What follows belongs to an exercise in optimizing a design on an open flow for small area and a short achievable clock period; a production flow would make more cautious choices.
Where RTL was checked, it was by simulation tests only, not by an equivalence proof against the original.
Power figures rest on the tool's default switching activity, not on a simulated workload.

==> flow/design.v (excerpt) <==
module fifo_generic #(
    parameter DataWidth = 32,
    parameter int unsigned FifoDepth = 32  
    ) (
    input logic                    clk,
    input logic                    i_rst,
    input logic                    i_read,
    input logic                    i_write,
    input logic  [DataWidth - 1:0] i_write_data,
    output logic [DataWidth - 1:0] o_read_data,
    output logic                   o_full,
    output logic                   o_empty
    );
clock: 2.8 ns
lec_check: 0
cap_margin: 20
core_margin: 2
core_utilization: 50
cts_cluster_diameter: 90
cts_cluster_size: 30
place_density: 0.8
setup_slack_margin: 1.1
slew_margin: 20
synth_hierarchical: 1
tns_end_percent: 20
buffer_ports_args: -buffer_cell sky130_fd_sc_hd__buf_4
standard.sh (not shown) runs the stock make flow with config.mk's settings and CLKGATE_MAP_FILE= SYNTH_SCRIPT=/design/flow/synth_recipe.tcl, a recipe that flattens the netlist after the stock synthesis.
==> flow/flow/run.sh <==
#!/bin/bash
set -e
cp standard.sh standard.sh.txt
echo 'export BUFFER_PORTS_ARGS = -buffer_cell sky130_fd_sc_hd__buf_4' >> config.mk
bash standard.sh > standard.log 2>&1
The first run finished clean.
Rerun with:
==> flow/flow/run.sh (replaced) <==
#!/bin/bash
set -e
echo 'export BUFFER_PORTS_ARGS = -buffer_cell sky130_fd_sc_hd__buf_4' >> config.mk
bash standard.sh > standard.log 2>&1
PLACE_DENSITY = 0.9   (was 0.8)
The changed run finished with timing, DRC and antenna clean.
Clock-buffer cell count came out higher by 1.
Cell area barely changes.
Setup slack degrades by 0.0060 ns.
Hold slack is about the same.
Total power stays flat.
Routed wire length went up slightly.
Via count goes up by a few percent.
Rerun with:
==> flow/flow/run.sh (replaced) <==
#!/bin/bash
set -e
cp standard.sh standard.sh.txt
echo 'export BUFFER_PORTS_ARGS = -buffer_cell sky130_fd_sc_hd__buf_4' >> config.mk
bash standard.sh > standard.log 2>&1
CTS_CLUSTER_DIAMETER = 80   (was 90)
CTS_CLUSTER_SIZE = 25   (was 30)
PLACE_DENSITY = 0.8   (was 0.9)
SETUP_SLACK_MARGIN = 1.2   (was 1.1)
Flip-flop and latch count does not change.
Total power rises by 2.8%.
Sequential power barely changes.
Routed wire length barely changes.
Sequential share of layout area falls by 0.39 points.
Cell area rises by 0.80%.
Die area stays the same.
First-iteration DRC count falls by 10%.
Non-clock buffer count rises by 8.
Synthesized cell count stays the same.

== run P ==
The RTL this note starts from:
==> flow/design.v <==
module fifo_generic #(
    parameter DataWidth = 32,
    parameter int unsigned FifoDepth = 32  
    ) (
    input logic                    clk,
    input logic                    i_rst,
    input logic                    i_read,
    input logic                    i_write,
    input logic  [DataWidth - 1:0] i_write_data,
    output logic [DataWidth - 1:0] o_read_data,
    output logic                   o_full,
    output logic                   o_empty
    );
    localparam AW = $clog2(FifoDepth);
    logic [DataWidth - 1:0] fifo_mem [0:FifoDepth - 1];
    logic [AW - 1:0]        write_addr;
    logic [FifoDepth - 1:0] read_sel;    
    logic [AW:0]            count;       
    logic read_en, write_en;
    assign read_en  = i_read  & ~o_empty;
    assign write_en = i_write & ~o_full;
    always_ff @(posedge clk) begin
        if (i_rst) begin
            write_addr <= '0;
            read_sel   <= {{(FifoDepth - 1){1'b0}}, 1'b1};
            count      <= '0;
            o_empty    <= 1'b1;
            o_full     <= 1'b0;
        end else begin
            if (write_en) write_addr <= write_addr + 1'b1;
            if (read_en) read_sel <= {read_sel[FifoDepth - 2:0], read_sel[FifoDepth - 1]};
            if (write_en & ~read_en) begin
                count   <= count + 1'b1;
                o_empty <= 1'b0;
                o_full  <= (count == FifoDepth - 1);
            end else if (read_en & ~write_en) begin
                count   <= count - 1'b1;
                o_full  <= 1'b0;
                o_empty <= (count == 1);
            end
        end
    end
    logic [FifoDepth - 1:0] wsel, wkeep;
    always_comb begin
        for (int i = 0; i < FifoDepth; i++) begin
            wsel[i]  = i_write & ~o_full & (write_addr == i);
            wkeep[i] = ~i_write | count[AW] | (write_addr != i);
        end
    end
    always_ff @(posedge clk) begin
        for (int i = 0; i < FifoDepth; i++) begin
            fifo_mem[i] <= (i_write_data & {DataWidth{wsel[i]}})
                         | (fifo_mem[i] & {DataWidth{wkeep[i]}});
        end
    end
    logic [DataWidth - 1:0] head;
    always_comb begin
        head = '0;
        for (int i = 0; i < FifoDepth; i++) begin
            head = head | (fifo_mem[i] & {DataWidth{read_sel[i]}});
        end
    end
    always_ff @(posedge clk) begin
        if (read_en) o_read_data <= head;
    end
endmodule
export LEC_CHECK = 0
export CAP_MARGIN = 20
export CORE_MARGIN = 2
export CORE_UTILIZATION = 40
export PLACE_DENSITY = 0.6
export SETUP_SLACK_MARGIN = 1.0
export SLEW_MARGIN = 20
create_clock -name core_clock -period 2.8 [get_ports {clk}]
run.sh (not shown) runs the stock make flow with config.mk's settings and CLKGATE_MAP_FILE= SYNTH_SCRIPT=/design/flow/synth_recipe.tcl, a recipe that flattens the netlist after the stock synthesis.
Stock flow here: none of the scripts above is used.
Run P: all stages complete, timing, DRC and antenna checks passed
The following lists how run G was set up differently from run P:
-- flow/config.mk --
<<< run P, line 10
export CORE_UTILIZATION = 40
export PLACE_DENSITY = 0.6
export SETUP_SLACK_MARGIN = 1.0
>>> run G, line 10
export CORE_UTILIZATION = 60
export PLACE_DENSITY = 0.7
export SETUP_SLACK_MARGIN = 1.2
<<< run P, line 14
>>> run G, line 14
export TNS_END_PERCENT = 5
Against run P as the reference, run G delivers a higher count of vias placed by the detailed router.
Run P → run G: clock buffer count now sits lower; count of filler cells inserted in the layout now sits lower; fraction of standard cell area in multi-input logic now sits at about the same level; final instance area now sits lower.
Overall global routing resource usage: run G higher than run P
Function was not checked in any run of this note: the RTL went through the layout flow alone.

[separate check: timing with driven ports]
How much do the figures lean on ideal ports? The routed layouts below were timed once more, with nothing changed but the port constraints. Step 1: set_driving_cell puts a clkbuf_16 on clk and a buf_2 on each other input, an assumption about the parent block. Step 2, shift: input delay + t, output delay - t, t = (earliest + latest rising clock arrival at the registers) / 2. This alone moves slack from input paths to output paths. a / b / c = ideal / step 1 / step 2; a / b = the first two.
| run | shift t [ns] | setup WS [ns] | cell pins on the clock port's net |
|---|---|---|---|
| the first run of note 1 | 0.691 | 1.062 / 0.992 / 0.672 | 1 |
| the second run of note 1 | 0.692 | 1.056 / 1.024 / 0.579 | 1 |
| the third run of note 1 | 0.715 | 1.076 / 1.007 / 0.702 | 1 |
| run P | 0.766 | 0.829 / 0.829 / 0.388 | 1 |
| run G | 0.782 | 0.813 / 0.813 / 0.379 | 1 |
After both steps setup and hold are still met in every run listed. For the second run of note 1, which loses most, drivers alone change the setup slack by -0.032 ns; drivers and shift together by -0.477 ns.
